This is an optimization exercise on Yosys and OpenROAD, whose aim is small area, a short achievable clock period and few clock cycles, not a production implementation.
No run shown here included a check of the RTL's function; only the layout flow was run.
No activity file was given, so power comes from the tool's default toggle rates.

### design.v
module ge8(input [7:0] a, b, output y);
wire [7:0] g = a & ~b;
wire [7:0] e = ~(a ^ b);
assign y = g[7] | e[7] & (g[6] | e[6] & (g[5] | e[5] & (g[4] | e[4] & (g[3] | e[3] & (g[2] | e[2] & (g[1] | e[1] & (g[0] | e[0])))))));
endmodule
module comparator_9(
	input	[7:0]	l_lo, l_md, l_hi,
	input	[7:0]	c_lo, c_md, c_hi,
	input	[7:0]	r_lo, r_md, r_hi,
	output	[7:0]	x, y, z
);
max3 u_x(.a(l_lo), .b(c_lo), .c(r_lo), .y(x));
med3 u_y(.a(l_md), .b(c_md), .c(r_md), .y(y));
min3 u_z(.a(l_hi), .b(c_hi), .c(r_hi), .y(z));
endmodule
module max3(input [7:0] a, b, c, output [7:0] y);
wire ab, ac, bc;
ge8 g0(.a(a), .b(b), .y(ab));
ge8 g1(.a(a), .b(c), .y(ac));
ge8 g2(.a(b), .b(c), .y(bc));
assign y = (ab & ac) ? a : (!ab & bc) ? b : c;
endmodule
module min3(input [7:0] a, b, c, output [7:0] y);
wire ab, ac, bc;
ge8 g0(.a(a), .b(b), .y(ab));
ge8 g1(.a(a), .b(c), .y(ac));
ge8 g2(.a(b), .b(c), .y(bc));
assign y = (!ab & !ac) ? a : (ab & !bc) ? b : c;
endmodule
module med3(input [7:0] a, b, c, output [7:0] y);
wire ab, ac, bc;
ge8 g0(.a(a), .b(b), .y(ab));
ge8 g1(.a(a), .b(c), .y(ac));
ge8 g2(.a(b), .b(c), .y(bc));
assign y = (ab ^ ac) ? a : (ab ^ bc) ? c : b;
endmodule
module sort3(
	input	[7:0]	a, m, b,
	output	[7:0]	lo, md, hi,
	output			m_lo, m_hi
);
wire am, ab, mb;
ge8 g0(.a(a), .b(m), .y(am));
ge8 g1(.a(a), .b(b), .y(ab));
ge8 g2(.a(m), .b(b), .y(mb));
assign hi = (am & ab) ? a : (!am & mb) ? m : b;
assign lo = (!am & !ab) ? a : (am & !mb) ? m : b;
assign md = (am ^ ab) ? a : (am ^ mb) ? b : m;
assign m_hi = !am & mb;
assign m_lo = am & !mb;
endmodule
module CU(
	input						clk,
	input						rst,
	output reg	[1:0]		ph,
	output reg	[17:0]	rd_pair,		 
	output reg				border,		 
	output reg	[18:0]	out_address,
	output reg				out_valid
);
localparam NPAIR = 153600;            
localparam RD_START = 18'd261904;     
localparam RD_LAST  = 18'd153839;     
reg	[1:0]	warm;                       
reg	[7:0]	col_pair;                   
wire [17:0] opair = out_address[18:1];
wire row_border = (opair <= 18'd238) || (opair >= 18'd153359);
wire rd_wrap = &(rd_pair | ~RD_LAST);
wire op_wrap = &(opair | ~(NPAIR - 1));
always @(posedge clk or negedge rst) begin
	if (!rst) begin
		ph <= 2'd0;
		warm <= 2'd0;
		rd_pair <= RD_START;
		out_address[18:1] <= 18'd0;
		col_pair <= 8'd0;
		out_valid <= 1'b0;
	end else begin
		ph <= (ph == 2'd2) ? 2'd0 : ph + 2'd1;
		if (ph == 2'd2 && warm != 2'd3) warm <= warm + 2'd1;
		if (ph == 2'd2)
			rd_pair <= rd_wrap ? RD_START : rd_pair - 18'd479;
		else
			rd_pair <= rd_pair + 18'd240;
		if (ph == 2'd1 && warm == 2'd3) begin
			out_address[18:1] <= op_wrap ? 18'd0 : opair + 18'd1;
			col_pair <= (col_pair == 8'd239) ? 8'd0 : col_pair + 8'd1;
		end
		out_valid <= (ph == 2'd1 && warm[1]) || (ph == 2'd0 && warm == 2'd3);
	end
end
always @(posedge clk) begin
	out_address[0] <= (ph == 2'd0);
	border <= row_border || (ph == 2'd2 ? col_pair == 8'd239 : col_pair == 8'd238);
end
endmodule
module DU(
	input						clk,
	input			[1:0]		ph,
	input						border,
	input			[7:0]		q_a,
	input			[7:0]		q_b,
	output reg	[7:0]		out
);
reg [7:0] ra, a1, a2;
reg [7:0] rb, b1, b2, b3;
always @(posedge clk) begin
	ra <= q_a; a1 <= ra; a2 <= a1;
	rb <= q_b; b1 <= rb; b2 <= b1; b3 <= b2;
end
reg sel_b, shift;
always @(posedge clk) begin
	sel_b <= (ph == 2'd1);
	shift <= (ph != 2'd2);
end
wire [7:0] st = sel_b ? b3 : a2;
wire [7:0] sm = sel_b ? b2 : a1;
wire [7:0] sb = sel_b ? b1 : ra;
wire [7:0] s_lo, s_md, s_hi;
wire       s_tlo, s_thi;
sort3 srt(.a(st), .m(sm), .b(sb), .lo(s_lo), .md(s_md), .hi(s_hi), .m_lo(s_tlo), .m_hi(s_thi));
reg [7:0] l_lo, l_md, l_hi;
reg [7:0] c_lo, c_md, c_hi;
reg       c_tlo, c_thi;
reg [7:0] r_lo, r_md, r_hi;
reg       r_tlo, r_thi;
always @(posedge clk) begin
	if (shift) begin
		l_lo <= c_lo; l_md <= c_md; l_hi <= c_hi;
		c_lo <= r_lo; c_md <= r_md; c_hi <= r_hi; c_tlo <= r_tlo; c_thi <= r_thi;
		r_lo <= s_lo; r_md <= s_md; r_hi <= s_hi; r_tlo <= s_tlo; r_thi <= s_thi;
	end
end
wire [7:0] c_mid = c_tlo ? c_lo : c_thi ? c_hi : c_md;
wire [7:0] mx_lo, md_md, mn_hi;
comparator_9 cmp(
	.l_lo(l_lo), .l_md(l_md), .l_hi(l_hi),
	.c_lo(c_lo), .c_md(c_md), .c_hi(c_hi),
	.r_lo(r_lo), .r_md(r_md), .r_hi(r_hi),
	.x(mx_lo), .y(md_md), .z(mn_hi)
);
reg [7:0] x, y, z;
always @(posedge clk) begin
	x <= border ? c_mid : mx_lo;
	y <= border ? c_mid : md_md;
	z <= border ? c_mid : mn_hi;
end
wire [7:0] med;
med3 m3(.a(x), .b(y), .c(z), .y(med));
always @(posedge clk) out <= med;
endmodule
module medianFilter(
	output	[7:0]		out,
	output 	[18:0]	out_address,
	output				out_valid,
	output	[18:0]	address_a,
	output	[18:0]	address_b,
	input		[7:0]		q_a,
	input		[7:0]		q_b,
	input					clk,
	input 				rst
);
wire	[1:0]	ph;
wire			border;
wire	[17:0]	rd_pair;
CU cu(
	.clk				(clk),
	.rst				(rst),
	.ph				(ph),
	.rd_pair			(rd_pair),
	.border			(border),
	.out_address	(out_address),
	.out_valid		(out_valid)
);
assign address_a = {rd_pair, 1'b0};
assign address_b = {rd_pair, 1'b1};
DU du(
	.clk				(clk),
	.ph				(ph),
	.border			(border),
	.q_a				(q_a),
	.q_b				(q_b),
	.out				(out)
);
endmodule
### run.sh
#!/bin/bash
# synth_recipe.tcl (not shown) runs the flow's synth.tcl, then flattens the netlist and writes it again
# the make line also repeats each setting of config.mk as NAME=value (left out here)
make -C /OpenROAD-flow-scripts/flow DESIGN_CONFIG=/design/flow/config.mk WORK_HOME=/design/flow/orfs CLKGATE_MAP_FILE= SYNTH_SCRIPT=/design/flow/synth_recipe.tcl finish
### config.mk
export PLATFORM = sky130hd
export DESIGN_NAME = medianFilter
export DESIGN_NICKNAME = medianFilter
export VERILOG_FILES = /design/flow/design.v
export SDC_FILE = /design/flow/constraint.sdc
export NUM_CORES = 4
export LEC_CHECK = 0
export CAP_MARGIN = 20
export CORE_MARGIN = 2
export CORE_UTILIZATION = 40
export PLACE_DENSITY = 0.6
export SETUP_SLACK_MARGIN = 4.0
export SLEW_MARGIN = 20
### constraint.sdc
create_clock -name core_clock -period 7.0 [get_ports {clk}]
set_input_delay 1.4000 -clock core_clock [delete_from_list [all_inputs] [get_ports {clk}]]
set_output_delay 1.4000 -clock core_clock [all_outputs]
set_load 0.01 [all_outputs]
==> flow_summary.ini, run 1 <==
[status]
status = complete, no violations

[floorplanning]
dieArea_sq_mm = 0.0301
io_pins = 84
core-area_sq_mm = 0.0285
die_w_microns = 173
dieHeight_microns = 173
rows = 62
start_util_pct = 40.3

[timing]
drv_slew = 0
finClkSkew_ns = 0.0175
fin_tns_setup_ns = 0
max-slew-margin-rel_pct = 35.6
finalSetupViolations = 0
fmax_mhz = 334
period_share_pct = 42.8
worstMarginPinSlew_ns = 0.965
layout_setup_ws_ns = 4.01
period_needed_ns = 2.99
rsz0062_at_grt = true
hold_violations = 0

[routing]
postRouteAntennaNets = 0
num_vias = 8317
drt-initial-drc-count = 483
drc = 0
firstDrtPassIters = 5
post_drt_via_cell_ratio = 5.31
wl_per_cell_microns = 16.7
totalWireLength_mm = 26.2

[final_layout]
regMostFlops = cu.out_address
diodes = 0
nets = 1295
area_growth_pct = 21.1
drive_above_1_share_pct = 16.1
fillCellCount = 2580
top_regs = cu.out_address x19, cu.rd_pair x18
largest_reg_flops = 19

[synthesis]
syn_inst = 1063
synth_edf_count = 76
syn-mean-instance-area_sq_um = 10.8
synthTopCellsByArea = edfxtp_1 (20%), dfxtp_1 (16%), ha_1 (12%)
ys_ff_latch = 217
syn_area_sq_mm = 0.0115
ys_types = 82
synthArstFlopShare_pct = 22.6
netlist.area_leader.share_pct = 19.9
synth_seq_area_share_pct = 46.7
yosysTopAreaCell = edfxtp_1
synthesis.nets = 1194
yosys_warnings = 2
synth_ff_type = dfxtp_1

[global_route]
globalRouteOverflowTotal = 0
use_met3_pct = 2.41
grt_pass1_wl_mm = 41.7
grt_most_used_layer = met2
antenna_found_initial = 0
grt_max_degree = 77
gr-usage-met1_pct = 23.6
grt_pass1_vias = 8024
grtUsageMet2_pct = 26.9
track_usage_pct = 16.9

[worst_setup_path]
cp-start-kind = flip-flop
critPathCaptureType = flip-flop
crit_arrival_ns = 3.35
required_ns = 7.36
crit_type = reg -> reg
crit_fanout = 8

[power_and_ir_drop]
ir_drop_v = 0.000173
powerDensity_mw_per_mm2 = 242
power.leakage_nw = 6.11
total_power_w = 0.00337

[worst_hold_path]
min_path_type = reg -> reg

[cts]
cts_hold_buf = 0
clock_path_buffers = 3
clockRootBuffer = clkbuf_16
clkSinkCount = 217
cts_inserted_buffers = 23
worst_skew_pair.late_latency_ns = 0.52
path_clk_slew_ns = 0.07
htreeDepth = 1
cts_tree = done

[placement]
place_congestion = 0.853
portBuffers = 81
dp_hpwl_mm = 18.4
dpl_worst_slack_ns = 3.52

[job]
drv_cap = 0
[kinds of logic after synthesis]
logic type                 share of synthesized area [%]
AOI/OAI and AO/OA                                   14.9
muxes                                               8.17
and+or+nand+nor                                     10.5
DFF                                                 46.7
adders and majority gates                           12.3
xor gates and xnor gates                            2.07
other                                             0.0654
buffers and inverters                               5.27
[Yosys cell counts (all sizes together) (18+ instances only)]
cell type / n
buf: 33
nor2: 47
nand3: 24
a21o: 18
o21ai: 66
mux2: 27
mux2i: 63
inv: 89
ha: 113
edfxtp: 76
dfxtp: 92
nand2b: 23
o221ai: 27
dfrtp: 38
nand2: 79
a21oi: 43
[power breakdown]
group	internal (W)	switching, W	leakage [nW]	total (W)
registers	0.00139	0.0000479	2.15	0.00144
logic	0.000399	0.000375	3.60	0.000773
clock network	0.000652	0.000506	0.356	0.00116
[worst paths after layout]
kind | slack, ns | end | start | depth (start not counted)
worst max register to register | 4.01 | du.r_md[5] | du.sel_b | 10
max in group asynchronous | 5.55 | cu.rd_pair[5] | rst | 2
worst max-delay path | 4.01 | du.r_md[5] | du.sel_b | 10
worst min register to register | 0.32 | du.b1[7] | du.rb[7] | 0
worst min-delay path | 0.32 | du.b1[7] | du.rb[7] | 0
min in group asynchronous | 0.96 | cu.out_address[11] | rst | 2
[worst max-delay path, stage by stage (launching register included)]
cell and delay [ns]:
dfxtp_4 0.38, buf_12 0.16, mux2i_4 0.38, ha_4 0.27, a21oi_4 0.15, nand2_1 0.09
o221a_4 0.33, or3_4 0.45, nand2_8 0.14, mux2_4 0.31, o21ai_2 0.15
[per-layer routing]
metal,share of wire (%),vias up
met3,4.8,46
met4,3.0,0
met2,46,191
met1,46,3989
met5,0,-
li1,-,4091
[final cells by class]
| type | count | area [sq um] | share of cell area, % |
|---|---|---|---|
| tap | 384 | 480 | 3.45 |
| sequential | 217 | 5390 | 38.7 |
| inverter | 90 | 338 | 2.43 |
| timing repair buffer | 120 | 1150 | 8.28 |
| clock buffer | 31 | 646 | 4.64 |
| clock inverter | 11 | 72.6 | 0.522 |
| multi-input combinational | 712 | 5840 | 42.0 |
[metrics by stage]
step	hold slack, ns	util (%)	instances	area, sq um
floorplan	0.310	-	1063	11500
global placement	0.312	44.0	1487	12500
detailed placement	0.312	44.0	1487	12500
CTS	0.319	47.6	1543	13600
global route	0.331	48.9	1565	13900
finish	0.320	48.9	1565	13900
[cell usage in the layout, fill, tap and decap left out, types with 10 or more instances in the layout]
cell type          n
dfstp_2           11
buf_4             33
nor2_1            44
a21o_1            18
nand2b_1          23
dfrtp_2           14
inv_1             87
mux2_4            12
mux2_2            15
clkdlybuf4s50_1   58
o21ai_0           53
o21ai_1           10
a211oi_1          11
dlygate4sd2_1     22
mux2i_1           52
nand2_1           78
edfxtp_1          76
o221ai_1          23
xor2_1            14
a21oi_1           35
ha_1             109
nand3_1           23
clkbuf_16         23
nor3_1            10
dfrtp_1           24
dfxtp_1           90
[timing repair]
item                       4_1_cts  5_1_grt
gates resized for setup         60       48
buffers inserted                12       21
pin swaps                        7       12
setup endpoints to repair       53       35
gates cloned                     2        1
==> run 2: changes to the inputs <==
--- a/config.mk
+++ b/config.mk
@@ -9,5 +9,4 @@
 export CORE_MARGIN = 2
 export CORE_UTILIZATION = 40
 export PLACE_DENSITY = 0.6
-export SETUP_SLACK_MARGIN = 4.0
 export SLEW_MARGIN = 20
==> run 2 against run 1 <==
Via count shrank 2.1%. Core utilization decreased by 2.1 points. Final cell count decreased by 2.2%. Area after synthesis stayed put. Critical path depth decreased by 1. Still clean on timing, DRC and antenna. Non-clock buffer count down 35. Power is 0.53% lower. Die area did not move.
==> flow_summary.ini, run 2 <==
[worst_hold_path]
hold_end = du.b1[2]
min_path_type = reg -> reg
hp-start = du.rb[2]
whs_path_depth = 0

[final_layout]
mostFrequentLayoutCells = ha_1 (113), dfxtp_1 (91), inv_1 (89), clkdlybuf4s50_1 (80), nand2_1 (78)
regArea_sq_mm = 0.00537
fillCellCount = 2686
drive_above_1_share_pct = 9.15
diodes = 0
nets = 1260
multi_input_area_sq_mm = 0.00553
regMostFlops = cu.out_address
top_regs = cu.out_address x19, cu.rd_pair x18
final_common_cell = ha_1
largest_reg_flops = 19
area_growth_pct = 15.8

[power_and_ir_drop]
ir_drop_v = 0.000207
clkPwrFrac_pct = 35.6
powerDensity_mw_per_mm2 = 252
swShare_pct = 27.6
intPower_w = 0.00243
share_comb_of_total_power_pct = 21.5
pwr-share-seq_pct = 42.9
p_switching_w = 0.000924
power.leakage_nw = 5.77

[cts]
clock_path_buffers = 3
cts.repair.resized = 0
cts_tree = done
path_clk_slew_ns = 0.06
clockRootBuffer = clkbuf_16
worst_skew_pair.late_latency_ns = 0.53
clkSinkCount = 217
cts_inserted_buffers = 24
htreeDepth = 1
cts_hold_buf = 0
cts_setup_buffers = 0

[status]
status = complete, no violations

[synthesis]
synth_most_common_cell = ha_1
synth_seq_area_share_pct = 46.7
yosysTopAreaCell = edfxtp_1
synth_edf_count = 76
synth_ff_type = dfxtp_1
syn-mean-instance-area_sq_um = 10.8
ys_ff_latch = 217
synth_common_cells = ha_1 (113), dfxtp_1 (92), inv_1 (89)
netlist.area_leader.share_pct = 19.9
syn_area_sq_mm = 0.0115
synthesis.nets = 1194
syn_inst = 1063
synthArstFlopShare_pct = 22.6
ys_types = 82
synthTopCellsByArea = edfxtp_1 (20%), dfxtp_1 (16%), ha_1 (12%)
yosys_warnings = 2

[worst_setup_path]
crit_arrival_ns = 3.76
r2r-start = du.sel_b
crit_chain = buf_4 -> mux2i_1 -> ha_1 -> a41oi_1 -> o21ai_0 -> o31ai_2 -> and2_1 -> or2_1 -> o221ai_1
rr_endpoint = du.r_lo[6]
critPathCaptureType = flip-flop
slowest_delay_ns = 0.52
rr_worst_depth = 9
cp_slowest_cell = mux2i_1
cp-start-kind = flip-flop
crit_fanout = 29
reg2reg_slack_ns = 3.48
crit_type = reg -> reg
required_ns = 7.24
cp-startpoint = du.sel_b

[routing]
num_vias = 8146
drc = 0
drt-initial-drc-count = 581
post_drt_via_cell_ratio = 5.32
postRouteAntennaNets = 0
wl_per_cell_microns = 16.4
firstDrtPassIters = 5
totalWireLength_mm = 25.1

[global_route]
antenna_found_initial = 0
grt_max_degree = 77
globalRouteOverflowTotal = 0
track_usage_pct = 16.6
grt_pass1_vias = 7980
grt_pass1_wl_mm = 41.2

[timing]
fmax_mhz = 284
drv_slew = 0
finClkSkew_ns = 0.0159
finalSetupViolations = 0
hold_violations = 0
layout_setup_ws_ns = 3.48
fin_tns_setup_ns = 0
worstMarginPinSlew_ns = 0.981
max-slew-margin-rel_pct = 34.6
period_share_pct = 50.3
rsz0062_at_grt = false
hold_slack_ns = 0.325
period_needed_ns = 3.52

[floorplanning]
dieHeight_microns = 173
io_pins = 84
dieArea_sq_mm = 0.0301
rows = 62
core-area_sq_mm = 0.0285
die_w_microns = 173
start_util_pct = 40.3

[placement]
portBuffers = 81
dpl_worst_slack_ns = 3.45
dp_hpwl_mm = 18.4
place_congestion = 0.850

[job]
drv_cap = 0
## run 2: cell types whose count changed in the layout (fill, tap and decap cells not counted), moves of 4 or more
cell             delta
a21oi_1             +5
dlygate4sd2_1      -22
mux2i_1            +11
mux2i_4             -9
ha_1                +4
mux2_2              +9
dfrtp_2            -14
a21oi_2             -4
dfrtp_1            +14
mux2_4             -11
buf_4              -29
clkdlybuf4s50_1    +22
## run 2: routing by layer
metal / up-vias / global-route usage, % / wire, microns
li1: 4028 / - / -
met1: 3911 / 23.1 / 12000
met2: 168 / 26.8 / 11500
met3: 39 / 2.52 / 1080
met4: 0 / 4.87 / 581
met5: - / 0 / 0
## run 2: layout make-up
cell class              instances  share of cell area [%]
repair buffers                 85                    6.28
flip-flops and latches        217                    40.3
multi-input cells             711                    41.5
clock inverters                12                   0.743
inverters                      90                    2.54
clock buffers                  32                    4.97
well taps                     384                    3.61
## run 2: power groups by stage
| stage | sequential, W | combinational (W) | clock, W |
|---|---|---|---|
| 2_1_floorplan | 0.00144 | 0.000593 | 0 |
| 3_3_place_gp | 0.00146 | 0.000712 | 0 |
| 3_5_place_dp | 0.00147 | 0.000717 | 0 |
| 4_1_cts | 0.00144 | 0.000726 | 0.00123 |
| 5_1_grt | 0.00145 | 0.000804 | 0.00128 |
| 6_report | 0.00144 | 0.000721 | 0.00119 |
## run 2: worst max-delay path by stage
stage                 endpoint  slack, ns  cells after the start
floorplan           du.r_md[0]       3.78                     11
global placement    du.r_md[2]       3.62                      8
detailed placement  du.r_md[2]       3.45                      8
CTS                 du.r_md[2]       3.43                      8
global route        du.r_lo[6]       3.28                      9
finish              du.r_lo[6]       3.48                      9
## run 2: through the flow
stage | instance area, sq um | util (%) | power (W) | std cells
finish | 13300 | 46.7 | 0.00335 | 1531
detailed placement | 12500 | 44.0 | 0.00218 | 1487
CTS | 13300 | 46.7 | 0.00340 | 1531
global route | 13300 | 46.7 | 0.00353 | 1531
floorplan | 11500 | - | 0.00204 | 1063
global placement | 12500 | 44.0 | 0.00218 | 1487
## run 2: logic make-up (layout without fill, tap and decap cells)
group / count (synthesis) / after routing / synth area share (%)
compound gates: 240 / 240 / 14.9
xor+xnor: 25 / 25 / 2.07
fa+ha+maj: 113 / 113 / 12.3
buf+inv: 135 / 219 / 5.27
flops: 217 / 217 / 46.7
mux: 90 / 90 / 8.17
other cells: 2 / 2 / 0.0654
simple gates: 241 / 241 / 10.5
## run 2: critical path, delay by kind of cell (launching register included)
family	cells	cell delay [ns]
flops	1	0.31
simple gates	2	0.70
compound gates	4	0.95
fa+ha+maj	1	0.36
mux	1	0.52
buf+inv	1	0.35
==> run 3: changes to the inputs <==
--- a/config.mk
+++ b/config.mk
@@ -9,4 +9,5 @@
 export CORE_MARGIN = 2
 export CORE_UTILIZATION = 40
 export PLACE_DENSITY = 0.6
+export SETUP_SLACK_MARGIN = 5.0
 export SLEW_MARGIN = 20
==> run 3 against run 2 <==
Largest cell class unchanged. Clock skew shrank 0.0048 ns. Count of clock-buffer cells in the layout grew 5. Fmax grew 21%. Largest power group unchanged. Register-to-register slack gained 0.61 ns. Die area is the same. Power grew 12%. Sequential power is essentially flat. Critical path type unchanged. Critical endpoint is now du.r_hi[3]. Combinational power grew 44%. Worst hold slack lost 0.0015 ns.
==> flow_summary.ini, run 3 <==
[status]
status = complete, no violations

[final_layout]
drive_above_1_share_pct = 40.4
largest_reg_flops = 19
diodes = 0
mostFrequentLayoutCells = buf_4 (119), ha_1 (89), dfxtp_1 (83), edfxtp_1 (76), nand2_1 (75)
area_growth_pct = 40.4
final_common_cell = buf_4
top_regs = cu.out_address x19, cu.rd_pair x18
nets = 1419
regMostFlops = cu.out_address

[power_and_ir_drop]
power.leakage_nw = 6.97
powerDensity_mw_per_mm2 = 233
ir_drop_v = 0.000193

[routing]
firstDrtPassIters = 5
num_vias = 8948
post_drt_via_cell_ratio = 5.29
drc = 0
wl_per_cell_microns = 17.6
totalWireLength_mm = 29.7
postRouteAntennaNets = 0
drt-initial-drc-count = 450

[synthesis]
yosys_warnings = 2
ys_types = 82
synth_ff_type = dfxtp_1
synth_edf_count = 76
synthArstFlopShare_pct = 22.6
syn_area_sq_mm = 0.0115
syn_inst = 1063
ys_ff_latch = 217
syn-mean-instance-area_sq_um = 10.8
synthTopCellsByArea = edfxtp_1 (20%), dfxtp_1 (16%), ha_1 (12%)
netlist.area_leader.share_pct = 19.9
synth_common_cells = ha_1 (113), dfxtp_1 (92), inv_1 (89)
synth_most_common_cell = ha_1
synth_seq_area_share_pct = 46.7
synthesis.nets = 1194
yosysTopAreaCell = edfxtp_1

[worst_setup_path]
r2r-start = du.sel_b
reg2reg_slack_ns = 4.09
critPathCaptureType = flip-flop
crit_type = reg -> reg
required_ns = 7.26
crit_arrival_ns = 3.17
rr_worst_depth = 11
cp-start-kind = flip-flop
crit_fanout = 8
rr_endpoint = du.r_hi[3]

[cts]
worst_skew_pair.late_latency_ns = 0.53
cts_hold_buf = 0
cts_inserted_buffers = 25
clock_path_buffers = 3
clockRootBuffer = clkbuf_16
clkSinkCount = 217
htreeDepth = 1
cts_tree = done
path_clk_slew_ns = 0.06

[floorplanning]
core-area_sq_mm = 0.0285
io_pins = 84
rows = 62
dieHeight_microns = 173
dieArea_sq_mm = 0.0301
start_util_pct = 40.3
die_w_microns = 173

[global_route]
antenna_found_initial = 0
grt_pass1_vias = 8810
track_usage_pct = 18.8
gr-usage-met1_pct = 24.9
grt_pass1_wl_mm = 46.1
grt_most_used_layer = met2
use_met3_pct = 2.70
grt_max_degree = 77
globalRouteOverflowTotal = 0
grtUsageMet2_pct = 31.2

[job]
drv_cap = 0

[timing]
period_share_pct = 41.6
rsz0062_at_grt = true
drv_slew = 0
period_needed_ns = 2.91
worstMarginPinSlew_ns = 1.00
max-slew-margin-rel_pct = 33.2
finClkSkew_ns = 0.0111
fin_tns_setup_ns = 0
finalSetupViolations = 0
hold_violations = 0
layout_setup_ws_ns = 4.09
fmax_mhz = 344

[placement]
dp_hpwl_mm = 19.0
place_congestion = 0.831
dpl_worst_slack_ns = 3.24
portBuffers = 81

[worst_hold_path]
hold_end = du.b1[4]
hp-start = du.rb[4]
whs_path_depth = 0
min_path_type = reg -> reg
[run 3: cell count changes in the layout (fill, tap and decap cells not counted), sizes merged]
cell / before / now
nand2: 79 / 80
clkdlybuf4s50: 80 / 16
inv: 94 / 90
buf: 5 / 225
clkbuf: 32 / 37
bufbuf: 0 / 1
clkinv: 8 / 6
clkinvlp: 0 / 2
bufinv: 0 / 1
[run 3: layout make-up]
class,instances,area [sq um]
clock buffers,37,733
clock inverters,9,82.6
fillers,2401,12300
inverters,90,344
multi-input cells,712,6880
flip-flops and latches,217,5390
well taps,384,480
repair buffers,242,2210
[run 3: cell families after synthesis]
kind of cell | Yosys count | share of synthesized area, %
mux | 90 | 8.17
fa+ha+maj | 113 | 12.3
other cells | 2 | 0.0654
flops | 217 | 46.7
xor+xnor | 25 | 2.07
simple gates | 241 | 10.5
compound gates | 240 | 14.9
buf+inv | 135 | 5.27
[run 3: through the flow]
| step | hold WS, ns | cell area, sq um | util, % | power (W) | std cells |
|---|---|---|---|---|---|
| after global placement | 0.311 | 12800 | 45.1 | 0.00224 | 1486 |
| final | 0.324 | 16100 | 56.6 | 0.00376 | 1691 |
| after global routing | 0.336 | 16100 | 56.6 | 0.00394 | 1691 |
| after detailed placement | 0.312 | 12800 | 45.1 | 0.00225 | 1486 |
| after floorplan | 0.310 | 11900 | - | 0.00211 | 1063 |
| after CTS | 0.325 | 15100 | 52.9 | 0.00371 | 1641 |
[run 3: worst max-delay path, cell delays in order, from the launching register on]
cell and delay (ns):
dfxtp_4 0.45, mux2_2 0.41, inv_2 0.13, ha_4 0.22, a21oi_2 0.16, nand3_1 0.10, o221a_4 0.26, or3_4 0.39
buf_6 0.16, mux2i_1 0.12, nor2_1 0.16, a21oi_2 0.07
[run 3: worst max path at each step]
stage	startpoint	endpoint	cells past startpoint
2_1_floorplan	du.sel_b	du.r_hi[2]	12
3_3_place_gp	du.sel_b	du.r_md[1]	9
3_5_place_dp	du.sel_b	du.r_md[3]	9
4_1_cts	du.sel_b	du.r_lo[5]	9
5_1_grt	du.sel_b	du.r_hi[3]	11
6_report	du.sel_b	du.r_hi[3]	11
[run 3: power by group]
group / internal, W / switching, W
combinational: 0.000581 / 0.000459
sequential: 0.00139 / 0.0000530
clock: 0.000763 / 0.000513
[run 3: what timing repair did]
item,4_1_cts,5_1_grt
pin swaps,42,47
setup buffers,107,50
setup endpoints to repair,151,148
resized for setup,427,129
gates cloned,2,0
[run 3: metal layers]
metal | vias to the layer above | wire length (microns)
met2 | 210 | 14400
met4 | 0 | 1110
met5 | - | 0
li1 | 4350 | -
met3 | 72 | 1220
met1 | 4316 | 13000
==> run 4: changes to the inputs <==
--- a/design.v
+++ b/design.v
@@ -102,20 +102,23 @@
 	input			[7:0]		q_b,
 	output reg	[7:0]		out
 );
-reg [7:0] ra, a1, a2;
-reg [7:0] rb, b1, b2, b3;
+reg [7:0] ra, a1;
+reg [7:0] rb, b1, b2;
 always @(posedge clk) begin
-	ra <= q_a; a1 <= ra; a2 <= a1;
-	rb <= q_b; b1 <= rb; b2 <= b1; b3 <= b2;
+	ra <= q_a; a1 <= ra;
+	rb <= q_b; b1 <= rb; b2 <= b1;
 end
-reg sel_b, shift;
+reg sel_a, shift;
 always @(posedge clk) begin
-	sel_b <= (ph == 2'd1);
+	sel_a <= (ph == 2'd2);
 	shift <= (ph != 2'd2);
 end
-wire [7:0] st = sel_b ? b3 : a2;
-wire [7:0] sm = sel_b ? b2 : a1;
-wire [7:0] sb = sel_b ? b1 : ra;
+reg [7:0] st, sm, sb;
+always @(posedge clk) begin
+	st <= sel_a ? a1 : b2;
+	sm <= sel_a ? ra : b1;
+	sb <= sel_a ? q_a : rb;
+end
 wire [7:0] s_lo, s_md, s_hi;
 wire       s_tlo, s_thi;
 sort3 srt(.a(st), .m(sm), .b(sb), .lo(s_lo), .md(s_md), .hi(s_hi), .m_lo(s_tlo), .m_hi(s_thi));
--- a/config.mk
+++ b/config.mk
@@ -9,5 +9,5 @@
 export CORE_MARGIN = 2
 export CORE_UTILIZATION = 40
 export PLACE_DENSITY = 0.6
-export SETUP_SLACK_MARGIN = 5.0
+export SETUP_SLACK_MARGIN = 4.0
 export SLEW_MARGIN = 20
==> run 4 against run 3 <==
Die area rose by 0.81%. Synthesized cell count is 1.9% higher. Fmax down 0.76%. Critical path type is now reg -> out. Still clean.
==> flow_summary.ini, run 4 <==
[status]
status = complete, no violations

[worst_hold_path]
hp-start = du.rb[1]
min_path_type = reg -> reg

[synthesis]
synth_most_common_cell = ha_1
synth_common_cells = ha_1 (117), inv_1 (106), dfxtp_1 (100)
syn_area_sq_mm = 0.0116
syn-mean-instance-area_sq_um = 10.7
yosysTopAreaCell = edfxtp_1
synth_seq_area_share_pct = 47.7
yosys_warnings = 2
synth_ff_type = dfxtp_1
synthesis.nets = 1218
synth_edf_count = 76
synthTopCellsByArea = edfxtp_1 (20%), dfxtp_1 (17%), ha_1 (13%)
netlist.area_leader.share_pct = 19.7
syn_inst = 1083
synthArstFlopShare_pct = 21.8
ys_types = 80
ys_ff_latch = 225

[timing]
hold_violations = 0
rsz0062_at_grt = false
worstMarginPinSlew_ns = 1.02
max-slew-margin-rel_pct = 32.1
finalSetupViolations = 0
fin_tns_setup_ns = 0
fmax_mhz = 341
finClkSkew_ns = 0.0178
period_share_pct = 41.9
period_needed_ns = 2.93
hold_slack_ns = 0.347
drv_slew = 0

[placement]
postPlaceCellArea_sq_mm = 0.0126
place_congestion = 0.832
dp_cells = 1504
portBuffers = 81
dp_hpwl_mm = 18.0

[global_route]
grt_pass1_wl_mm = 41.5
grt_pass1_vias = 7857
antenna_found_initial = 0
grt_max_degree = 77
track_usage_pct = 16.7
globalRouteOverflowTotal = 0

[routing]
drc = 0
wl_per_cell_microns = 16.1
post_drt_via_cell_ratio = 5.19
totalWireLength_mm = 25.1
drt-initial-drc-count = 413
num_vias = 8116
postRouteAntennaNets = 0
firstDrtPassIters = 7

[power_and_ir_drop]
ir_drop_v = 0.000203
power.leakage_nw = 5.96
powerDensity_mw_per_mm2 = 246

[cts]
worst_skew_pair.late_latency_ns = 0.54
cts_inserted_buffers = 25
htreeDepth = 1
clock_path_buffers = 3
cts_tree = done
cts_hold_buf = 0
clockRootBuffer = clkbuf_16
path_clk_slew_ns = 0.06
clkSinkCount = 225

[job]
drv_cap = 0

[floorplanning]
io_pins = 84
die_w_microns = 174
start_util_pct = 40.5
rows = 62
dieArea_sq_mm = 0.0303
dieHeight_microns = 174
core-area_sq_mm = 0.0286

[worst_setup_path]
required_ns = 5.60
crit_arrival_ns = 1.53
cp-startpoint = cu.out_address[6]
crit_fanout = 6
r2r-start = du.sm[1]
reg2reg_slack_ns = 4.29
critPathCaptureType = output port
crit_chain = clkdlybuf4s50_1
critical-path-top-delay-family = buffers and inverters
cp-start-kind = flip-flop
crit_type = reg -> out
crit_buf_inv = 1
slowest_delay_ns = 0.57
cp_slowest_cell = clkdlybuf4s50_1

[final_layout]
fillCellCount = 2631
top_regs = cu.out_address x19, cu.rd_pair x18
regMostFlops = cu.out_address
mostFrequentLayoutCells = ha_1 (117), inv_1 (106), dfxtp_1 (98), o21ai_0 (92), nand2_1 (89)
final_common_cell = ha_1
diodes = 0
fin_area_sq_mm = 0.0136
drive_above_1_share_pct = 11.8
final_cells = 1563
largest_reg_flops = 19
area_growth_pct = 17.0
nets = 1295
regArea_sq_mm = 0.00554
multi_input_area_sq_mm = 0.00540
## run 4: changes by cell type in the layout (fill, tap and decap cells not counted), sizes merged, moves of 9 or more
cell | before | now
a211oi | 12 | 2
clkdlybuf4s50 | 16 | 57
o21ai | 66 | 98
a21o | 18 | 7
buf | 225 | 16
mux2i | 63 | 51
nand2 | 80 | 89
inv | 90 | 107
o221ai | 27 | 16
dlygate4sd2 | 0 | 22
## run 4: worst reg2reg max path, cell delays in order (launching register included)
cell and delay [ns]:
dfxtp_1 0.41, inv_1 0.07, ha_1 0.27, a21oi_1 0.13, nor2b_1 0.06, o21ai_0 0.15, a21oi_1 0.09, o211ai_1 0.19
and2_1 0.19, ha_1 0.55, mux2i_1 0.25, o21ai_0 0.09
## run 4: final timing paths
| path | to | cells past startpoint |
|---|---|---|
| setup / recovery | out_address[6] | 1 |
| hold / removal | du.b1[1] | 0 |
| setup reg to reg | du.r_hi[3] | 11 |
| hold reg to reg | du.b1[1] | 0 |
| max in group asynchronous | cu.out_address[1] | 2 |
| min in group asynchronous | cu.rd_pair[1] | 2 |
## run 4: power breakdown
group	switching (W)	leakage [nW]	internal, W
clock	0.000535	0.413	0.000764
combinational	0.000284	3.33	0.000267
sequential	0.0000609	2.22	0.00143
total	0.000880	5.96	0.00246
## run 4: layer usage
metal / track usage [%] / part of all wire [%] / up-vias / wire length [microns]
met5: 0 / 0 / - / 0
met4: 4.10 / 2.2 / 0 / 542
met3: 2.56 / 3.2 / 39 / 800
met2: 27.0 / 46 / 138 / 11500
met1: 23.5 / 49 / 3897 / 12300
li1: - / - / 4042 / -
## run 4: metrics by stage
step                      utilization (%)  power, W  worst slack, ns
after floorplan                         -   0.00192             4.52
after global placement               44.1   0.00205             4.32
after detailed placement             44.1   0.00207             4.29
after CTS                            47.2   0.00338             4.00
after global routing                 47.3   0.00351             4.01
final                                47.3   0.00334             4.07
## run 4: timing repair
item | CTS | global route
resized for setup | 30 | 5
setup endpoints to repair | 32 | 10
buffers inserted | 8 | 5
## run 4: cell families (layout without fill, tap and decap cells)
kind of cell	count (synthesis)	count (layout)	synth area share [%]
buffers and inverters	153	249	5.69
other	2	2	0.0648
muxes	76	76	6.84
xor gates and xnor gates	21	21	1.72
AOI/OAI and AO/OA	249	249	14.8
adders and majority gates	117	117	12.6
DFF	225	225	47.7
and+or+nand+nor	240	240	10.5
## run 4: area by class of cell
cell class              count  area share, %
inverters                 107           2.96
clock buffers              37           5.64
clock inverters             9          0.517
flip-flops and latches    225           40.9
repair buffers             96           6.59
multi-input cells         705           39.8
well taps                 384           3.55
==> run 5: changes to the inputs <==
--- a/design.v
+++ b/design.v
@@ -62,18 +62,18 @@
 localparam RD_START = 18'd261904;     
 localparam RD_LAST  = 18'd153839;     
 reg	[1:0]	warm;                       
-reg	[7:0]	col_pair;                   
+reg	[3:0]	m15;                        
 wire [17:0] opair = out_address[18:1];
 wire row_border = (opair <= 18'd238) || (opair >= 18'd153359);
 wire rd_wrap = &(rd_pair | ~RD_LAST);
 wire op_wrap = &(opair | ~(NPAIR - 1));
 always @(posedge clk or negedge rst) begin
 	if (!rst) begin
-		ph <= 2'd0;
+		ph <= 2'd1;           
 		warm <= 2'd0;
-		rd_pair <= RD_START;
+		rd_pair <= 18'd0;
 		out_address[18:1] <= 18'd0;
-		col_pair <= 8'd0;
+		m15 <= 4'd0;
 		out_valid <= 1'b0;
 	end else begin
 		ph <= (ph == 2'd2) ? 2'd0 : ph + 2'd1;
@@ -84,14 +84,14 @@
 			rd_pair <= rd_pair + 18'd240;
 		if (ph == 2'd1 && warm == 2'd3) begin
 			out_address[18:1] <= op_wrap ? 18'd0 : opair + 18'd1;
-			col_pair <= (col_pair == 8'd239) ? 8'd0 : col_pair + 8'd1;
+			if (&opair[3:0]) m15 <= (m15 == 4'd14) ? 4'd0 : m15 + 4'd1;
 		end
 		out_valid <= (ph == 2'd1 && warm[1]) || (ph == 2'd0 && warm == 2'd3);
 	end
 end
 always @(posedge clk) begin
 	out_address[0] <= (ph == 2'd0);
-	border <= row_border || (ph == 2'd2 ? col_pair == 8'd239 : col_pair == 8'd238);
+	border <= row_border || (m15 == 4'd14 && opair[3:1] == 3'b111 && (opair[0] == (ph == 2'd2)));
 end
 endmodule
 module DU(
--- a/config.mk
+++ b/config.mk
@@ -7,7 +7,10 @@
 export LEC_CHECK = 0
 export CAP_MARGIN = 20
 export CORE_MARGIN = 2
-export CORE_UTILIZATION = 40
-export PLACE_DENSITY = 0.6
-export SETUP_SLACK_MARGIN = 4.0
+export CORE_UTILIZATION = 60
+export CTS_BUF_LIST = sky130_fd_sc_hd__clkbuf_16
+export CTS_CLUSTER_DIAMETER = 100
+export CTS_CLUSTER_SIZE = 30
+export PLACE_DENSITY = 0.75
+export SETUP_SLACK_MARGIN = 4.5
 export SLEW_MARGIN = 20
==> run 5 against run 4 <==
Sequential share of layout area is 0.75 points higher. Clock power is 45% lower. Sequential power hardly changed. Still clean on timing, DRC and antenna. First-iteration DRC count is 14% higher. Core utilization is 23 points higher. Non-clock buffer count is 49 higher. Via count is 2.6% higher. Register-to-register slack better by 0.27 ns. Count of clock-buffer cells in the layout is 25 lower. Critical endpoint is now address_a[18]. Power is 17% lower. Area after synthesis is 2.1% lower.
==> flow_summary.ini, run 5 <==
[status]
status = complete, no violations

[power_and_ir_drop]
pwr-share-seq_pct = 52.4
clkPwrFrac_pct = 25.6
powerDensity_mw_per_mm2 = 213
share_comb_of_total_power_pct = 22.0
power.leakage_nw = 5.98
swShare_pct = 27.4
p_switching_w = 0.000762
intPower_w = 0.00202
ir_drop_v = 0.000227

[synthesis]
syn_inst = 1061
synthMuxAreaShare_pct = 7.08
yosysTopAreaCell = edfxtp_1
ys_ff_latch = 221
synth_compound_area_share_pct = 15.1
synthAdderAreaFrac_pct = 12.7
synth_seq_area_share_pct = 47.7
netlist.area_leader.share_pct = 20.1
synth_top_family_by_area = compound AO/OA/AOI/OAI gates
synthXorXnorAreaFrac_pct = 1.44
syn-mean-instance-area_sq_um = 10.7
yosys_warnings = 2
syn_area_sq_mm = 0.0113
ys_types = 73
yosys.area_share.simple_pct = 10.1
synthTopCellsByArea = edfxtp_1 (20%), dfxtp_1 (18%), ha_1 (13%)
synthArstFlopShare_pct = 20.4
synth_edf_count = 76
synth_most_common_cell = ha_1
synthesis.nets = 1194
synth_ff_type = dfxtp_1
synth_common_cells = ha_1 (115), inv_1 (101), dfxtp_1 (100)

[global_route]
globalRouteOverflowTotal = 0
grt_pass1_wl_mm = 39.8
track_usage_pct = 24.4
grt_pass1_vias = 7927
grt_max_degree = 77
antenna_found_initial = 0

[worst_hold_path]
hp-start = du.ra[3]
min_path_type = reg -> reg

[placement]
dp_hpwl_mm = 17.0
dpl_worst_slack_ns = 4.27
place_congestion = 0.888
portBuffers = 81
postPlaceCellArea_sq_mm = 0.0122

[timing]
layout_setup_ws_ns = 4.37
period_share_pct = 37.5
finClkSkew_ns = 0.0101
hold_violations = 0
fmax_mhz = 381
fin_tns_setup_ns = 0
period_needed_ns = 2.63
drv_slew = 0
worstMarginPinSlew_ns = 0.953
finalSetupViolations = 0
rsz0062_at_grt = true
max-slew-margin-rel_pct = 36.5

[final_layout]
fillCellCount = 1384
diodes = 0
top_regs = cu.out_address x19, cu.rd_pair x18
mostFrequentLayoutCells = ha_1 (108), inv_1 (102), dfxtp_1 (95), o21ai_0 (82), nand2_1 (80)
final_common_cell = ha_1
drive_above_1_share_pct = 20.8
regMostFlops = cu.out_address
nets = 1302
fin_area_sq_mm = 0.0131
largest_reg_flops = 19
area_growth_pct = 15.3

[cts]
htreeDepth = 1
cts_hold_buf = 0
path_clk_slew_ns = 0.11
clkSinkCount = 221
clockRootBuffer = clkbuf_16
clock_path_buffers = 3
cts_inserted_buffers = 11
cts_tree = done
worst_skew_pair.late_latency_ns = 0.47

[routing]
drt-met1-wl_mm = 10.8
post_drt_via_cell_ratio = 5.92
totalWireLength_mm = 24.9
postRouteAntennaNets = 0
drt-initial-drc-count = 470
drc = 0
num_vias = 8330
firstDrtPassIters = 5
routed.top_layer = met4
wl_met2_mm = 12.3
met3_length_mm = 1.12
wl_per_cell_microns = 17.7

[worst_setup_path]
crit_type = reg -> out
required_ns = 5.60
crit_arrival_ns = 1.23
cp-start-kind = flip-flop
crit_fanout = 3
r2r-start = du.c_hi[5]
crit_chain = buf_6 -> buf_6 -> buf_6
critPathCaptureType = output port
crit_buf_inv = 3
critical-path-top-delay-family = flip-flops
cp_slowest_cell = dfrtp_1
crit_path_frequent_cell = buf_6
cp-startpoint = cu.rd_pair[17]
slowest_delay_ns = 0.42

[floorplanning]
dieHeight_microns = 142
start_util_pct = 60.9
die_w_microns = 142
io_pins = 84
core-area_sq_mm = 0.0186
rows = 50
dieArea_sq_mm = 0.0200

[job]
drv_cap = 0
-- run 5: cell types whose count changed in the layout (fill, tap and decap cells not counted), sizes merged, moves of 8 or more --
cell           previous run  this run
clkdlybuf4s50            57        16
dlygate4sd2              22         8
dfstp                    11         1
nand2                    89        81
buf                      16       116
clkbuf                   37        16
-- run 5: area by class of cell --
class	instances	area [sq um]	share of cell area [%]
clock buffers	12	300	2.30
repair buffers	145	1080	8.29
well taps	234	293	2.24
flip-flops and latches	221	5450	41.7
inverters	102	384	2.94
clock inverters	5	27.5	0.210
multi-input cells	688	5540	42.4
-- run 5: worst paths after layout --
kind                                           to  slack [ns]  cells past startpoint
worst max-delay path                address_a[18]        4.37                      3
worst min-delay path                     du.a1[3]        0.35                      0
worst max register to register            du.z[7]        4.56                      9
worst min register to register           du.a1[3]        0.35                      0
max in group asynchronous       cu.out_address[5]        5.57                      2
min in group asynchronous          cu.rd_pair[14]        0.99                      2
-- run 5: power groups by stage --
stage / Combinational, W / Sequential [W] / Clock, W
after CTS: 0.000570 / 0.00146 / 0.000727
after global placement: 0.000532 / 0.00149 / 0
after floorplan: 0.000441 / 0.00146 / 0
after global routing: 0.000682 / 0.00147 / 0.000771
final: 0.000611 / 0.00146 / 0.000713
after detailed placement: 0.000552 / 0.00149 / 0
-- run 5: per-stage QoR --
| step | instances | hold WS [ns] | total power, W | util [%] |
|---|---|---|---|---|
| after CTS | 1391 | 0.351 | 0.00276 | 68.3 |
| final | 1407 | 0.351 | 0.00278 | 70.2 |
| after detailed placement | 1328 | 0.331 | 0.00204 | 65.4 |
| after global placement | 1328 | 0.328 | 0.00202 | 65.4 |
| after global routing | 1407 | 0.359 | 0.00292 | 70.2 |
| after floorplan | 1061 | 0.326 | 0.00190 | - |
-- run 5: cells by family (layout without fill, tap and decap cells) --
family                     count (synthesis)  after routing
AOI/OAI and AO/OA                        247            247
adders and majority gates                115            115
buffers and inverters                    152            264
and+or+nand+nor                          230            230
other                                      2              2
DFF                                      221            221
muxes                                     77             77
xor gates and xnor gates                  17             17
-- run 5: timing repair --
item                                    CTS  global route
cloned                                    0             0
setup buffers                            46            15
pin swaps                                 3            16
endpoints found under the setup margin  119            81
resized for setup                       264            56
-- run 5: layer usage --
metal | vias to the layer above | global-route usage [%]
met3 | 48 | 2.80
met1 | 4012 | 32.7
met5 | - | 0
met2 | 247 | 42.2
met4 | 0 | 6.32
li1 | 4023 | -
==> run 6: changes to the inputs <==
--- a/config.mk
+++ b/config.mk
@@ -8,9 +8,6 @@
 export CAP_MARGIN = 20
 export CORE_MARGIN = 2
 export CORE_UTILIZATION = 60
-export CTS_BUF_LIST = sky130_fd_sc_hd__clkbuf_16
-export CTS_CLUSTER_DIAMETER = 100
-export CTS_CLUSTER_SIZE = 30
 export PLACE_DENSITY = 0.75
 export SETUP_SLACK_MARGIN = 4.5
 export SLEW_MARGIN = 20
==> run 6 against run 5 <==
Still clean on timing, DRC and antenna. Sequential power barely moved. Power increased by 23%. Sequential share of layout area down 1.8 points. Fmax down 0.89%. Final cell count is 1.8% higher. Core utilization up 3.2 points.
==> flow_summary.ini, run 6 <==
[global_route]
track_usage_pct = 25.4
globalRouteOverflowTotal = 0
grt_pass1_wl_mm = 41.2
grt_pass1_vias = 8236
antenna_found_initial = 0
grt_max_degree = 77

[floorplanning]
rows = 50
io_pins = 84
dieArea_sq_mm = 0.0200
start_util_pct = 60.9
core-area_sq_mm = 0.0186
die_w_microns = 142
dieHeight_microns = 142

[power_and_ir_drop]
total_power_w = 0.00343
p_switching_w = 0.000885
power.leakage_nw = 6.24
share_comb_of_total_power_pct = 17.9
pwr-share-seq_pct = 42.6
clkPwrFrac_pct = 39.4
intPower_w = 0.00254
powerDensity_mw_per_mm2 = 251
ir_drop_v = 0.000248
swShare_pct = 25.8

[final_layout]
area_growth_pct = 20.5
final_cells = 1432
post-route-util_pct = 73.4
diodes = 0
final_common_cell = ha_1
drive_above_1_share_pct = 22.4
nets = 1314
mostFrequentLayoutCells = ha_1 (108), inv_1 (99), dfxtp_1 (96), nand2_1 (80), o21ai_0 (77)
top_regs = cu.out_address x19, cu.rd_pair x18
largest_reg_flops = 19
regMostFlops = cu.out_address
multi_input_area_sq_mm = 0.00552
fin_area_sq_mm = 0.0137
regArea_sq_mm = 0.00545
fillCellCount = 1285

[timing]
fmax_mhz = 377
worstMarginPinSlew_ns = 0.963
fin_tns_setup_ns = 0
finClkSkew_ns = 0.0125
max-slew-margin-rel_pct = 35.8
finalSetupViolations = 0
period_share_pct = 37.9
rsz0062_at_grt = true
drv_slew = 0
period_needed_ns = 2.65
hold_violations = 0

[synthesis]
ys_ff_latch = 221
ys_types = 73
netlist.area_leader.share_pct = 20.1
synthArstFlopShare_pct = 20.4
synth_seq_area_share_pct = 47.7
yosys_warnings = 2
syn-mean-instance-area_sq_um = 10.7
synth_common_cells = ha_1 (115), inv_1 (101), dfxtp_1 (100)
synth_ff_type = dfxtp_1
yosysTopAreaCell = edfxtp_1
syn_area_sq_mm = 0.0113
synth_most_common_cell = ha_1
synth_edf_count = 76
synthTopCellsByArea = edfxtp_1 (20%), dfxtp_1 (18%), ha_1 (13%)
syn_inst = 1061
synthesis.nets = 1194

[status]
status = complete, no violations

[worst_setup_path]
cp_slowest_cell = dfrtp_1
crit_path_frequent_cell = buf_6
slowest_delay_ns = 0.40
cp-start-kind = flip-flop
required_ns = 5.60
critPathCaptureType = output port
crit_fanout = 3
crit_chain = buf_6 -> buf_6 -> buf_6
crit_type = reg -> out
crit_arrival_ns = 1.25

[cts]
worst_skew_pair.late_latency_ns = 0.52
cts_tree = done
clock_path_buffers = 3
cts_inserted_buffers = 24
clockRootBuffer = clkbuf_16
htreeDepth = 1
path_clk_slew_ns = 0.06
clkSinkCount = 221

[routing]
firstDrtPassIters = 5
met3_length_mm = 1.39
num_vias = 8441
postRouteAntennaNets = 0
routed.top_layer = met4
totalWireLength_mm = 25.8
drt-initial-drc-count = 517
post_drt_via_cell_ratio = 5.89
wl_met2_mm = 12.6
drt-met1-wl_mm = 11.0
drc = 0
wl_per_cell_microns = 18.0

[placement]
portBuffers = 81
dp_hpwl_mm = 17.0
dp_cells = 1328
place_congestion = 0.888
postPlaceCellArea_sq_mm = 0.0122

[job]
drv_cap = 0

[worst_hold_path]
min_path_type = reg -> reg
==> run 6: per-stage QoR <==
step,setup WS [ns],hold slack (ns)
2_1_floorplan,4.52,0.326
3_3_place_gp,4.32,0.328
3_5_place_dp,4.27,0.331
4_1_cts,4.33,0.349
5_1_grt,4.30,0.357
6_report,4.35,0.346
==> run 6: power groups by stage <==
stage	Sequential, W	Combinational (W)	Clock, W
finish	0.00146	0.000614	0.00135
global route	0.00147	0.000684	0.00143
detailed placement	0.00149	0.000552	0
CTS	0.00146	0.000572	0.00137
floorplan	0.00146	0.000441	0
global placement	0.00149	0.000532	0
==> run 6: final cells by class <==
type / count / area share [%]
multi-input combinational: 688 / 40.4
sequential: 221 / 39.8
timing repair buffer: 144 / 8.56
clock buffer: 27 / 4.62
inverter: 102 / 2.81
tap: 234 / 2.14
clock inverter: 16 / 1.67
==> run 6: worst max-delay path, delay by kind of cell (launching register included) <==
| family | cells | cell delay [ns] |
|---|---|---|
| buffers and inverters | 3 | 0.34 |
| flip-flops | 1 | 0.40 |
==> run 6: path summary, 6_finish.rpt <==
check | from | endpoint | slack, ns | depth (start not counted)
worst max-delay path | cu.rd_pair[17] | address_a[18] | 4.35 | 3
worst min-delay path | du.b1[3] | du.b2[3] | 0.35 | 0
worst min register to register | du.b1[3] | du.b2[3] | 0.35 | 0
max in group asynchronous | rst | cu.out_address[12] | 5.58 | 2
worst max register to register | du.sb[2] | du.r_lo[4] | 4.55 | 11
min in group asynchronous | rst | cu.rd_pair[5] | 0.97 | 2
==> run 6: logic make-up (layout without fill, tap and decap cells) <==
| family | after synthesis | count (layout) | share of synthesized area, % |
|---|---|---|---|
| compound gates | 247 | 247 | 15.1 |
| simple gates | 230 | 230 | 10.1 |
| flops | 221 | 221 | 47.7 |
| buf+inv | 152 | 289 | 5.79 |
| fa+ha+maj | 115 | 115 | 12.7 |
| mux | 77 | 77 | 7.08 |
| xor+xnor | 17 | 17 | 1.44 |
| other cells | 2 | 2 | 0.0662 |
==> run 6: routing by layer <==
layer / up-vias / GRT usage [%]
met4: 0 / 9.42
met1: 4038 / 33.6
li1: 4068 / -
met5: - / 0
met3: 70 / 4.08
met2: 265 / 42.5
==> run 6: repair_timing <==
action	CTS	global route
hold buffers	0	0
setup endpoints to repair	119	99
buffers inserted	46	15
resized for setup	268	75
pin swaps	4	15
==> run 7: changes to the inputs <==
--- a/design.v
+++ b/design.v
@@ -102,22 +102,19 @@
 	input			[7:0]		q_b,
 	output reg	[7:0]		out
 );
-reg [7:0] ra, a1;
+reg [7:0] ra;
 reg [7:0] rb, b1, b2;
+reg [7:0] st, sm, sb;
+reg p1, p2, shift;    
 always @(posedge clk) begin
-	ra <= q_a; a1 <= ra;
+	p1 <= (ph == 2'd0);
+	p2 <= (ph == 2'd1);
+	shift <= (ph != 2'd2);
+	ra <= q_a;
 	rb <= q_b; b1 <= rb; b2 <= b1;
-end
-reg sel_a, shift;
-always @(posedge clk) begin
-	sel_a <= (ph == 2'd2);
-	shift <= (ph != 2'd2);
-end
-reg [7:0] st, sm, sb;
-always @(posedge clk) begin
-	st <= sel_a ? a1 : b2;
-	sm <= sel_a ? ra : b1;
-	sb <= sel_a ? q_a : rb;
+	st <= p1 ? b2 : sm;
+	sm <= p1 ? b1 : p2 ? ra : sb;
+	sb <= p1 ? rb : q_a;
 end
 wire [7:0] s_lo, s_md, s_hi;
 wire       s_tlo, s_thi;
--- a/config.mk
+++ b/config.mk
@@ -8,6 +8,9 @@
 export CAP_MARGIN = 20
 export CORE_MARGIN = 2
 export CORE_UTILIZATION = 60
+export CTS_BUF_LIST = sky130_fd_sc_hd__clkbuf_16
+export CTS_CLUSTER_DIAMETER = 100
+export CTS_CLUSTER_SIZE = 30
 export PLACE_DENSITY = 0.75
 export SETUP_SLACK_MARGIN = 4.5
 export SLEW_MARGIN = 20
==> run 7 against run 6 <==
Via count increased by 4.0%. Count of clock-buffer cells in the layout decreased by 16. Global-route usage is 0.080 points lower. Critical endpoint is now address_b[13]. Still clean on timing, DRC and antenna. Highest routed layer unchanged.
==> flow_summary.ini, run 7 <==
[status]
status = complete, no violations

[worst_setup_path]
cp-startpoint = cu.rd_pair[12]
required_ns = 5.60
cp-start-kind = flip-flop
critPathCaptureType = output port
crit_fanout = 2
rr_endpoint = du.y[0]
crit_type = reg -> out
endpoint = address_b[13]
rr_worst_depth = 10
r2r-start = du.r_md[4]
reg2reg_slack_ns = 4.55
crit_arrival_ns = 1.24

[final_layout]
top_regs = cu.out_address x18, cu.rd_pair x18
final_common_cell = ha_1
mostFrequentLayoutCells = ha_1 (109), nand2_1 (100), inv_1 (99), o21ai_0 (98), dfxtp_1 (86)
diodes = 0
fillCellCount = 1355
multi_input_area_sq_mm = 0.00577
regArea_sq_mm = 0.00529
area_growth_pct = 15.9
nets = 1357
drive_above_1_share_pct = 20.8

[routing]
firstDrtPassIters = 6
drt-initial-drc-count = 683
wl_per_cell_microns = 17.8
drc = 0
post_drt_via_cell_ratio = 6.01
totalWireLength_mm = 26.0
postRouteAntennaNets = 0
num_vias = 8781

[job]
drv_cap = 0

[synthesis]
ys_ff_latch = 213
syn-mean-instance-area_sq_um = 10.3
syn_area_sq_mm = 0.0114
yosys_warnings = 2
synth_edf_count = 76
yosysTopAreaCell = edfxtp_1
ys_types = 80
synth_seq_area_share_pct = 45.9
synth_ff_type = dfxtp_1
synthTopCellsByArea = edfxtp_1 (20%), dfxtp_1 (16%), ha_1 (13%)
synth_common_cells = ha_1 (115), nand2_1 (101), o21ai_0 (101)
synthesis.nets = 1247
synthArstFlopShare_pct = 21.1
netlist.area_leader.share_pct = 20.0
synth_most_common_cell = ha_1
syn_inst = 1114

[cts]
htreeDepth = 1
path_clk_slew_ns = 0.10
cts_inserted_buffers = 11
cts_tree = done
clockRootBuffer = clkbuf_16
clock_path_buffers = 3
worst_skew_pair.late_latency_ns = 0.48
clkSinkCount = 213

[placement]
dp_hpwl_mm = 17.6
place_congestion = 0.886
portBuffers = 81

[floorplanning]
rows = 50
dieHeight_microns = 142
dieArea_sq_mm = 0.0202
io_pins = 84
start_util_pct = 61.1
die_w_microns = 142
core-area_sq_mm = 0.0187

[timing]
max-slew-margin-rel_pct = 27.8
hold_violations = 0
rsz0062_at_grt = true
period_needed_ns = 2.64
worstMarginPinSlew_ns = 1.07
finClkSkew_ns = 0.0219
period_share_pct = 37.7
finalSetupViolations = 0
drv_slew = 0
fmax_mhz = 379
fin_tns_setup_ns = 0

[worst_hold_path]
whs_path_depth = 0
min_path_type = reg -> reg
hp-start = du.b1[0]

[global_route]
grt_max_degree = 77
antenna_found_initial = 0
grt_pass1_vias = 8296
grt_pass1_wl_mm = 41.5
globalRouteOverflowTotal = 0
track_usage_pct = 25.4

[power_and_ir_drop]
total_power_w = 0.00274
powerDensity_mw_per_mm2 = 207
power.leakage_nw = 6.04
ir_drop_v = 0.000244
## run 7: cell types whose count changed after synthesis, sizes merged, moves of 8 or more
| cell | before | now |
|---|---|---|
| dfxtp | 100 | 92 |
| mux2 | 26 | 12 |
| nor4 | 4 | 15 |
| nand3 | 15 | 30 |
| nand2b | 30 | 18 |
| o21ai | 92 | 106 |
| a211oi | 2 | 12 |
| nand2 | 81 | 101 |
## run 7: repair_timing
item / CTS / global route
buffers inserted: 46 / 21
pin swaps: 3 / 11
hold buffers: 0 / 0
cloned: 1 / 2
endpoints found under the setup margin: 112 / 76
gates resized for setup: 284 / 51
## run 7: worst max-delay path, stage by stage, from the launching register on
cell     delay (ns)
dfrtp_2        0.43
buf_6          0.12
buf_6          0.11
buf_6          0.11
## run 7: worst min-delay path by stage
| stage | to |
|---|---|
| finish | du.b2[0] |
| floorplan | du.b1[0] |
| detailed placement | du.b1[6] |
| global route | du.b1[7] |
| CTS | du.b2[0] |
| global placement | du.b1[1] |
## run 7: final cells by class
class	instances	area share (%)
clock buffer	11	2.08
clock inverter	6	0.340
tap	234	2.21
timing repair buffer	156	8.97
sequential	213	40.0
multi-input combinational	741	43.6
inverter	101	2.86
## run 7: through the flow
stage          utilization (%)  setup WS [ns]  hold WS [ns]  instance area [sq um]  std cells
3_3_place_gp              65.5           4.18         0.328                  12200       1375
2_1_floorplan                -           4.51         0.326                  11400       1114
3_5_place_dp              65.5           4.15         0.333                  12200       1375
5_1_grt                   70.8           4.33         0.358                  13200       1462
4_1_cts                   68.6           4.28         0.347                  12800       1439
6_report                  70.8           4.36         0.340                  13200       1462
## run 7: cells by family after synthesis
kind of cell	count (synthesis)	synth area share [%]
AOI/OAI and AO/OA	261	15.3
xor gates and xnor gates	17	1.30
adders and majority gates	115	12.6
buffers and inverters	161	6.23
DFF	213	45.9
muxes	70	6.26
other	2	0.0657
and+or+nand+nor	275	12.4
## run 7: routing by layer
metal,vias to the layer above,global-route usage [%],wire (microns)
met2,264,43.9,12700
met4,0,6.21,579
met3,37,3.03,1160
li1,4251,-,-
met5,-,0,0
met1,4229,34.1,11500
## run 7: where the power goes
part	switching, W	leakage, nW	total [W]	internal, W
logic	0.000305	3.75	0.000629	0.000323
clock network	0.000400	0.166	0.000698	0.000298
registers	0.0000587	2.13	0.00141	0.00135
==> run 8: changes to the inputs <==
--- a/design.v
+++ b/design.v
@@ -7,25 +7,20 @@
 	input	[7:0]	l_lo, l_md, l_hi,
 	input	[7:0]	c_lo, c_md, c_hi,
 	input	[7:0]	r_lo, r_md, r_hi,
+	input			lc_lo, lc_md, lc_hi,
+	output			cr_lo, cr_md, cr_hi,
 	output	[7:0]	x, y, z
 );
-max3 u_x(.a(l_lo), .b(c_lo), .c(r_lo), .y(x));
-med3 u_y(.a(l_md), .b(c_md), .c(r_md), .y(y));
-min3 u_z(.a(l_hi), .b(c_hi), .c(r_hi), .y(z));
-endmodule
-module max3(input [7:0] a, b, c, output [7:0] y);
-wire ab, ac, bc;
-ge8 g0(.a(a), .b(b), .y(ab));
-ge8 g1(.a(a), .b(c), .y(ac));
-ge8 g2(.a(b), .b(c), .y(bc));
-assign y = (ab & ac) ? a : (!ab & bc) ? b : c;
-endmodule
-module min3(input [7:0] a, b, c, output [7:0] y);
-wire ab, ac, bc;
-ge8 g0(.a(a), .b(b), .y(ab));
-ge8 g1(.a(a), .b(c), .y(ac));
-ge8 g2(.a(b), .b(c), .y(bc));
-assign y = (!ab & !ac) ? a : (ab & !bc) ? b : c;
+wire lr_lo, lr_md, lr_hi;
+ge8 g0(.a(c_lo), .b(r_lo), .y(cr_lo));
+ge8 g1(.a(c_md), .b(r_md), .y(cr_md));
+ge8 g2(.a(c_hi), .b(r_hi), .y(cr_hi));
+ge8 g3(.a(l_lo), .b(r_lo), .y(lr_lo));
+ge8 g4(.a(l_md), .b(r_md), .y(lr_md));
+ge8 g5(.a(l_hi), .b(r_hi), .y(lr_hi));
+assign x = (lc_lo & lr_lo) ? l_lo : (!lc_lo & cr_lo) ? c_lo : r_lo;
+assign y = (lc_md ^ lr_md) ? l_md : (lc_md ^ cr_md) ? r_md : c_md;
+assign z = (!lc_hi & !lr_hi) ? l_hi : (lc_hi & !cr_hi) ? c_hi : r_hi;
 endmodule
 module med3(input [7:0] a, b, c, output [7:0] y);
 wire ab, ac, bc;
@@ -120,6 +115,8 @@
 wire       s_tlo, s_thi;
 sort3 srt(.a(st), .m(sm), .b(sb), .lo(s_lo), .md(s_md), .hi(s_hi), .m_lo(s_tlo), .m_hi(s_thi));
 reg [7:0] l_lo, l_md, l_hi;
+reg       lc_lo, lc_md, lc_hi;    
+wire      cr_lo, cr_md, cr_hi;    
 reg [7:0] c_lo, c_md, c_hi;
 reg       c_tlo, c_thi;
 reg [7:0] r_lo, r_md, r_hi;
@@ -127,6 +124,7 @@
 always @(posedge clk) begin
 	if (shift) begin
 		l_lo <= c_lo; l_md <= c_md; l_hi <= c_hi;
+		lc_lo <= cr_lo; lc_md <= cr_md; lc_hi <= cr_hi;
 		c_lo <= r_lo; c_md <= r_md; c_hi <= r_hi; c_tlo <= r_tlo; c_thi <= r_thi;
 		r_lo <= s_lo; r_md <= s_md; r_hi <= s_hi; r_tlo <= s_tlo; r_thi <= s_thi;
 	end
@@ -137,6 +135,8 @@
 	.l_lo(l_lo), .l_md(l_md), .l_hi(l_hi),
 	.c_lo(c_lo), .c_md(c_md), .c_hi(c_hi),
 	.r_lo(r_lo), .r_md(r_md), .r_hi(r_hi),
+	.lc_lo(lc_lo), .lc_md(lc_md), .lc_hi(lc_hi),
+	.cr_lo(cr_lo), .cr_md(cr_md), .cr_hi(cr_hi),
 	.x(mx_lo), .y(md_md), .z(mn_hi)
 );
 reg [7:0] x, y, z;
==> run 8 against run 7 <==
Non-clock buffer count is 12 lower. Area after synthesis is 5.4% lower. Core utilization is 0.69 points lower. Power is 1.7% higher.
==> flow_summary.ini, run 8 <==
[status]
status = complete, no violations

[worst_setup_path]
slowest_delay_ns = 0.39
crit_path_frequent_cell = buf_6
crit_arrival_ns = 1.21
required_ns = 5.60
rr_endpoint = du.r_md[4]
crit_fanout = 4
reg2reg_slack_ns = 4.54
crit_chain = buf_4 -> buf_6 -> buf_6
r2r-start = du.sm[2]
critPathCaptureType = output port
crit_buf_inv = 3
rr_worst_depth = 11
crit_type = reg -> out

[timing]
fmax_mhz = 383
max-slew-margin-rel_pct = 29.3
fin_tns_setup_ns = 0
finClkSkew_ns = 0.0170
period_needed_ns = 2.61
hold_violations = 0
period_share_pct = 37.3
drv_slew = 0
rsz0062_at_grt = true

[global_route]
grt_pass1_vias = 7455
grt_pass1_wl_mm = 37.5
globalRouteOverflowTotal = 0
antenna_found_initial = 0
track_usage_pct = 23.4

[placement]
portBuffers = 81
postPlaceCellArea_sq_mm = 0.0116
dp_cells = 1284
dp_hpwl_mm = 15.9

[routing]
drc = 0
firstDrtPassIters = 5
postRouteAntennaNets = 0
wl_per_cell_microns = 17.2
post_drt_via_cell_ratio = 5.83

[floorplanning]
core-area_sq_mm = 0.0178
dieArea_sq_mm = 0.0191
io_pins = 84
die_w_microns = 138

[worst_hold_path]
hold_end = du.b1[5]
hp-start = du.rb[5]
min_path_type = reg -> reg
whs_path_depth = 0

[synthesis]
netlist.area_leader.share_pct = 21.9
synthesis.nets = 1135
synth_edf_count = 79
synthTopCellsByArea = edfxtp_1 (22%), dfxtp_1 (17%), ha_1 (11%)
synth_common_cells = nand2_1 (105), ha_1 (94), o21ai_0 (94)
syn_inst = 1023
ys_ff_latch = 216
yosysTopAreaCell = edfxtp_1
synth_ff_type = dfxtp_1

[cts]
worst_skew_pair.late_latency_ns = 0.47
htreeDepth = 1
clkSinkCount = 216
clock_path_buffers = 3
clockRootBuffer = clkbuf_16
cts_tree = done
cts_hold_buf = 0
path_clk_slew_ns = 0.11

[final_layout]
mostFrequentLayoutCells = nand2_1 (103), o21ai_0 (91), ha_1 (88), dfxtp_1 (83), edfxtp_1 (79)
nets = 1241
top_regs = cu.out_address x18, cu.rd_pair x18
area_growth_pct = 15.6
drive_above_1_share_pct = 20.4
fin_area_sq_mm = 0.0125

[job]
drv_cap = 0

[power_and_ir_drop]
total_power_w = 0.00278
powerDensity_mw_per_mm2 = 223
-- run 8: cell type report --
| type | count | area [sq um] | share of cell area (%) |
|---|---|---|---|
| clock inverter | 6 | 65.1 | 0.520 |
| timing repair buffer | 144 | 1090 | 8.74 |
| multi-input combinational | 675 | 5080 | 40.6 |
| inverter | 81 | 304 | 2.43 |
| tap | 229 | 287 | 2.29 |
| clock buffer | 11 | 275 | 2.20 |
| sequential | 216 | 5400 | 43.2 |
-- run 8: timing repair --
| action | CTS | global route |
|---|---|---|
| pin swaps | 0 | 12 |
| cloned | 1 | 0 |
| resized for setup | 265 | 56 |
| endpoints found under the setup margin | 94 | 59 |
| buffers inserted | 41 | 19 |
-- run 8: how the worst max path moves through the flow --
stage	startpoint	endpoint	slack (ns)	depth (start not counted)
2_1_floorplan	du.sm[1]	du.r_md[5]	4.51	12
3_3_place_gp	du.sm[1]	du.r_hi[2]	4.32	11
3_5_place_dp	du.sm[1]	du.r_hi[2]	4.26	11
4_1_cts	du.p1	out_address[0]	4.29	2
5_1_grt	cu.rd_pair[0]	address_a[1]	4.35	3
6_report	cu.rd_pair[0]	address_a[1]	4.39	3
-- run 8: cells by family (layout without fill, tap and decap cells) --
group / count (synthesis) / count (layout) / synth area share, %
AO/OA/AOI/OAI: 249 / 249 / 15.4
XOR/XNOR: 18 / 18 / 1.63
adder cells (fa/ha/maj): 94 / 94 / 10.9
buffers and inverters: 132 / 242 / 5.42
flip-flops: 216 / 216 / 49.4
multiplexers: 68 / 68 / 6.41
other: 2 / 2 / 0.0694
AND/OR/NAND/NOR: 244 / 244 / 10.9
-- run 8: per-stage QoR --
step                      hold slack [ns]  setup slack [ns]  utilization, %
final                               0.355              4.39            70.1
after global routing                0.360              4.35            70.1
after CTS                           0.356              4.29            68.3
after detailed placement            0.332              4.26            65.3
after global placement              0.329              4.32            65.3
after floorplan                     0.326              4.51               -
-- run 8: power by group --
group          internal, W  switching (W)
Combinational     0.000307       0.000325
Clock             0.000334       0.000394
Sequential         0.00137      0.0000527
-- run 8: routing by layer --
metal	vias up	wire length [microns]	track usage, %
met3	39	1100	2.11
met4	0	429	5.69
met5	-	0	0
met1	3795	10300	33.6
li1	3874	-	-
met2	233	11600	38.8

Setup slack of run 8, layout unchanged: 4.391 ns with ideal ports, 4.347 ns with driving cells assumed (clock clkbuf_16, inputs buf_2), 4.537 ns with port delays also shifted by the 0.502 ns mid clock arrival.
